Context: an optimization exercise on an open-source flow, tuned for small area and a short achievable clock period. The choices shown serve that exercise and are no tape-out recipe.
At most, simulation tests tie the RTL to the original design; equivalence was not proved.
Power and IR drop assume default switching activity.

## old
==> module RAM_slave, before the edit <==
module RAM_slave #(parameter ADDRESS=8, parameter DATA=8, parameter LOCATION=64)(
input PCLK,PRESETn,
input PENABLE,
input PWRITE,
input [ADDRESS-1:0] waddr,
input [ADDRESS-1:0] raddr,
input [DATA-1:0] pwdata,
output reg [DATA-1:0] rdata
);
reg [DATA-1:0] memory [0:63];
reg [7:0] w_row, w_bank;    
reg [DATA-1:0] wr_data_n;   
wire [7:0] w_row_d, w_bank_d;
onehot8 w_row_dec (.en(PENABLE & PWRITE & (waddr < LOCATION)), .a(waddr[2:0]), .y(w_row_d));
dec8 w_bank_dec (.a(waddr[5:3]), .y(w_bank_d));
always @(posedge PCLK or negedge PRESETn)
begin
if(!PRESETn)
w_row<=8'b0;
else
w_row<=w_row_d;
end
always @(posedge PCLK)
begin
w_bank<=w_bank_d;
wr_data_n<=~pwdata;
end
wire rd = PENABLE & ~PWRITE;
wire [7:0] r_row [0:DATA/2-1];
wire [7:0] r_bank;
onehot8 r_bank_dec (.en(rd & (raddr < LOCATION)), .a(raddr[5:3]), .y(r_bank));
genvar g, b;
generate
for (b=0; b<DATA/2; b=b+1) begin : rdec
dec8 r_row_dec (.a(raddr[2:0]), .y(r_row[b]));
end
for (g=0; g<64; g=g+1) begin : loc
wire [DATA-1:0] d;
ram_row_next #(.DATA(DATA)) nxt (.bank(w_bank[g/8]), .row(w_row[g%8]), .wd_n(wr_data_n), .q(memory[g]), .d(d));
always @(posedge PCLK or negedge PRESETn)
begin
if(!PRESETn)
memory[g]<='b0;
else
memory[g]<=d;
end
end
for (b=0; b<DATA; b=b+1) begin : rbit
wire [7:0] bank_data;
wire rnext;
for (g=0; g<8; g=g+1) begin : bank
sel8 s (.sel(r_row[b/2]), .d({memory[8*g+7][b], memory[8*g+6][b], memory[8*g+5][b], memory[8*g+4][b],
                         memory[8*g+3][b], memory[8*g+2][b], memory[8*g+1][b], memory[8*g][b]}),
        .y(bank_data[g]));
end
wire rsel;
sel8 s (.sel(r_bank), .d(bank_data), .y(rsel));
or_hold h (.a(rsel), .hold(~rd), .q(rdata[b]), .y(rnext));
always @(posedge PCLK or negedge PRESETn)
begin
if(!PRESETn)
rdata[b]<=1'b0;
else
rdata[b]<=rnext;
end
end
endgenerate
endmodule
==> module or_hold, before the edit <==
module or_hold (
input a,
input hold,
input q,
output y
);
assign y = a | (hold & q);
endmodule
export LEC_CHECK = 0
export CAP_MARGIN = 20
export CORE_MARGIN = 2
export CORE_UTILIZATION = 40
export PLACE_DENSITY = 0.6
export SETUP_SLACK_MARGIN = 2.8
export SLEW_MARGIN = 20
export SYNTH_HIERARCHICAL = 1
export TNS_END_PERCENT = 10
create_clock -name core_clock -period 5.0 [get_ports {PCLK}]
standard.sh (not shown) runs the stock make flow with config.mk's settings and CLKGATE_MAP_FILE= SYNTH_SCRIPT=/design/flow/synth_recipe.tcl, a recipe that flattens the netlist after the stock synthesis.
==> flow/flow/run.sh <==
#!/bin/bash
# The standard layout (standard.sh, synthesis unchanged) with three changes
# to how the layout is made:
#  - the resizer may pick any size of a cell, not only cells of the same footprint
#  - ports are buffered with buf_2 instead of the delay buffer buffer_ports picks
#  - larger clock-sink clusters and no CTS dummy loads
# Each tool's output stays in orfs/logs/; make's output goes to standard.log.
set -e
bash standard.sh \
  MATCH_CELL_FOOTPRINT=0 \
  "BUFFER_PORTS_ARGS=-buffer_cell sky130_fd_sc_hd__buf_2" \
  "CTS_ARGS=-sink_clustering_enable -repair_clock_nets -sink_clustering_size 30 -sink_clustering_max_diameter 150 -dont_use_dummy_load" \
  finish > standard.log 2>&1
--- input diff old..new ---
--- a/flow/design.v
+++ b/flow/design.v
@@ -73,11 +73,9 @@
 sel8 s (.sel(r_row[b/2]), .d({memory[8*g+7][b], memory[8*g+6][b], memory[8*g+5][b], memory[8*g+4][b],
                          memory[8*g+3][b], memory[8*g+2][b], memory[8*g+1][b], memory[8*g][b]}),
         .y(bank_data[g]));
 end
-wire rsel;
-sel8 s (.sel(r_bank), .d(bank_data), .y(rsel));
-or_hold h (.a(rsel), .hold(~rd), .q(rdata[b]), .y(rnext));
+sel8_hold s (.sel(r_bank), .d(bank_data), .hold(~rd), .q(rdata[b]), .y(rnext));
 always @(posedge PCLK or negedge PRESETn)
 begin
 if(!PRESETn)
 rdata[b]<=1'b0;
@@ -128,15 +126,16 @@
 output y
 );
 assign y = |(sel & d);
 endmodule
-module or_hold (
-input a,
+module sel8_hold (
+input [7:0] sel,
+input [7:0] d,
 input hold,
 input q,
 output y
 );
-assign y = a | (hold & q);
+assign y = |(sel & d) | (hold & q);
 endmodule
 module apb_top #(parameter ADDRESS=8, parameter DATA =8, parameter LOCATION=64)(
 input PCLK,PRESETn,transfer,READ_WRITE,
 input [ADDRESS-1:0] apb_write_paddr,apb_read_paddr,
Results
new vs old: pin count of the biggest net entering global routing up by more than a quarter. Taking old as the reference, in new utilization went down, final area lower, global routing usage on met3 rose 2.7 points. old -> new: die area flat.
No functional check of the RTL was part of old.

========
== run E ==
Another version of the RTL of apb_top (not shown whole).
Size: roughly 36 I/O pins, roughly 22000 sq um of cells after synthesis.
==> module RAM_slave, before the edit <==
module RAM_slave #(parameter ADDRESS=8, parameter DATA=8, parameter LOCATION=64)(
input PCLK,PRESETn,
input PENABLE,
input PWRITE,
input [ADDRESS-1:0] waddr,
input [ADDRESS-1:0] raddr,
input [DATA-1:0] pwdata,
output [DATA-1:0] prdata
);
reg [DATA-1:0] memory [0:63];
reg wr_pend;
reg [5:0] wr_addr;
reg [DATA-1:0] wr_data;
always @(posedge PCLK or negedge PRESETn)
begin
if(!PRESETn)
wr_pend<=1'b0;
else
wr_pend<=PENABLE & PWRITE & (waddr < LOCATION);
end
always @(posedge PCLK)
begin
wr_addr<=waddr[5:0];
wr_data<=pwdata;
end
wire [7:0] w_row, w_bank;
onehot8 w_row_dec (.en(wr_pend), .a(wr_addr[2:0]), .y(w_row));
onehot8 w_bank_dec (.en(1'b1), .a(wr_addr[5:3]), .y(w_bank));
wire [7:0] r_row, r_bank;
onehot8 r_row_dec (.en(1'b1), .a(raddr[2:0]), .y(r_row));
onehot8 r_bank_dec (.en(raddr[ADDRESS-1:6] == 0), .a(raddr[5:3]), .y(r_bank));
genvar g, b;
generate
for (g=0; g<64; g=g+1) begin : loc
wire we = w_bank[g/8] & w_row[g%8];
wire nwe = ~(w_bank[g/8] & w_row[g%8]);
wire [DATA-1:0] d;
for (b=0; b<DATA; b=b+1) begin : bc
ram_bit_next nxt (.we(we), .nwe(nwe), .wd(wr_data[b]), .q(memory[g][b]), .d(d[b]));
end
always @(posedge PCLK or negedge PRESETn)
begin
if(!PRESETn)
memory[g]<='b0;
else
memory[g]<=d;
end
end
for (b=0; b<DATA; b=b+1) begin : rbit
wire [7:0] bank_data;
for (g=0; g<8; g=g+1) begin : bank
sel8 s (.sel(r_row), .d({memory[8*g+7][b], memory[8*g+6][b], memory[8*g+5][b], memory[8*g+4][b],
                         memory[8*g+3][b], memory[8*g+2][b], memory[8*g+1][b], memory[8*g][b]}),
        .y(bank_data[g]));
end
sel8 s (.sel(r_bank), .d(bank_data), .y(prdata[b]));
end
endgenerate
endmodule
==> module ram_bit_next, before the edit <==
module ram_bit_next (
input we, nwe,
input wd,
input q,
output d
);
assign d = (q & nwe) | (wd & we);
endmodule
clock: 5.0 ns
lec_check: 0
cap_margin: 20
core_margin: 2
core_utilization: 40
place_density: 0.6
setup_slack_margin: 2.8
slew_margin: 20
synth_hierarchical: 1
==> flow/flow/run.sh <==
#!/bin/bash
# The standard layout (standard.sh, synthesis unchanged) with three changes
# to how the layout is made:
#  - the resizer may pick any size of a cell, not only cells of the same footprint
#  - ports are buffered with buf_2 instead of the delay buffer buffer_ports picks
#  - larger clock-sink clusters and no CTS dummy loads
# Each tool's output stays in orfs/logs/; make's output goes to standard.log.
set -e
bash standard.sh \
  MATCH_CELL_FOOTPRINT=0 \
  "BUFFER_PORTS_ARGS=-buffer_cell sky130_fd_sc_hd__buf_2" \
  "CTS_ARGS=-sink_clustering_enable -repair_clock_nets -sink_clustering_size 25 -sink_clustering_max_diameter 100 -dont_use_dummy_load" \
  finish > standard.log 2>&1
> inputs changed (run E -> run D)
--- a/flow/design.v
+++ b/flow/design.v
@@ -41,7 +41,7 @@
 reg [DATA-1:0] memory [0:63];
 reg wr_pend;
 reg [5:0] wr_addr;
-reg [DATA-1:0] wr_data;
+reg [DATA-1:0] wr_data_n;   
 always @(posedge PCLK or negedge PRESETn)
 begin
 if(!PRESETn)
@@ -52,22 +52,21 @@
 always @(posedge PCLK)
 begin
 wr_addr<=waddr[5:0];
-wr_data<=pwdata;
+wr_data_n<=~pwdata;
 end
 wire [7:0] w_row, w_bank;
 onehot8 w_row_dec (.en(wr_pend), .a(wr_addr[2:0]), .y(w_row));
-onehot8 w_bank_dec (.en(1'b1), .a(wr_addr[5:3]), .y(w_bank));
+dec8 w_bank_dec (.a(wr_addr[5:3]), .y(w_bank));
 wire [7:0] r_row, r_bank;
-onehot8 r_row_dec (.en(1'b1), .a(raddr[2:0]), .y(r_row));
+dec8 r_row_dec (.a(raddr[2:0]), .y(r_row));
 onehot8 r_bank_dec (.en(raddr[ADDRESS-1:6] == 0), .a(raddr[5:3]), .y(r_bank));
 genvar g, b;
 generate
 for (g=0; g<64; g=g+1) begin : loc
-wire we = w_bank[g/8] & w_row[g%8];
 wire nwe = ~(w_bank[g/8] & w_row[g%8]);
 wire [DATA-1:0] d;
 for (b=0; b<DATA; b=b+1) begin : bc
-ram_bit_next nxt (.we(we), .nwe(nwe), .wd(wr_data[b]), .q(memory[g][b]), .d(d[b]));
+ram_bit_next nxt (.nwe(nwe), .wd_n(wr_data_n[b]), .q(memory[g][b]), .d(d[b]));
 end
 always @(posedge PCLK or negedge PRESETn)
 begin
@@ -89,12 +88,12 @@
 endgenerate
 endmodule
 module ram_bit_next (
-input we, nwe,
-input wd,
+input nwe,
+input wd_n,
 input q,
 output d
 );
-assign d = (q & nwe) | (wd & we);
+assign d = ~((wd_n | nwe) & ~(q & nwe));
 endmodule
 module onehot8 (
 input en,
@@ -102,6 +101,12 @@
 output [7:0] y
 );
 assign y = en ? (8'b1 << a) : 8'b0;
+endmodule
+module dec8 (
+input [2:0] a,
+output [7:0] y
+);
+assign y = 8'b1 << a;
 endmodule
 module sel8 (
 input [7:0] sel,
Notes after the runs:
Relative to run E, the number of cells produced by synthesis measured on run D has increased by more than a quarter. On half-perimeter wire length after detailed placement, run E loses to run D. Diff run D and run E: portion of total power attributed to the clock network higher in run E. Compared with run E, in run D total power picked up an extra about 1.6%, routed wire length on met3 decreased 20%, initial antenna violation count rose 1.

port drivers added, routing unchanged:
How much do the figures lean on ideal ports? The routed layouts below were timed once more, with nothing changed but the port constraints.
Step 1 sets driving cells, clkbuf_16 on the clock port and buf_2 on the other inputs (assumed; they add their load-dependent delay and slew).
Step 2 adds t to the input delays and takes it off the output delays; t is the mean of the earliest and latest rising clock arrival at the registers after step 1. Input paths then give back, and output paths get back, about the clock's delay inside the block.
Three values: ideal ports, drivers, drivers and shift; two values: the first two.
run | t, ns | setup slack, ns | hold slack, ns | worst setup path after step 2 | slew at the worst register clock pin (ns)
old | 0.614 | 2.788 / 2.695 / 2.081 | 0.404 / 0.398 / 0.451 | input to register | 0.12 / 0.12
new | 0.621 | 2.770 / 2.710 / 2.153 | 0.391 / 0.381 / 0.458 | input to register | 0.12 / 0.12
run E | 0.629 | 2.595 / 2.442 / 1.813 | 0.399 / 0.399 / 0.399 | input to register | 0.11 / 0.11
run D | 0.631 | 2.596 / 2.512 / 1.881 | 0.410 / 0.410 / 0.410 | input to register | 0.10 / 0.10
After both steps setup and hold are still met in every run listed. The setup slack of run E, which loses most, moves by -0.153 ns with the drivers and by -0.782 ns with both steps.
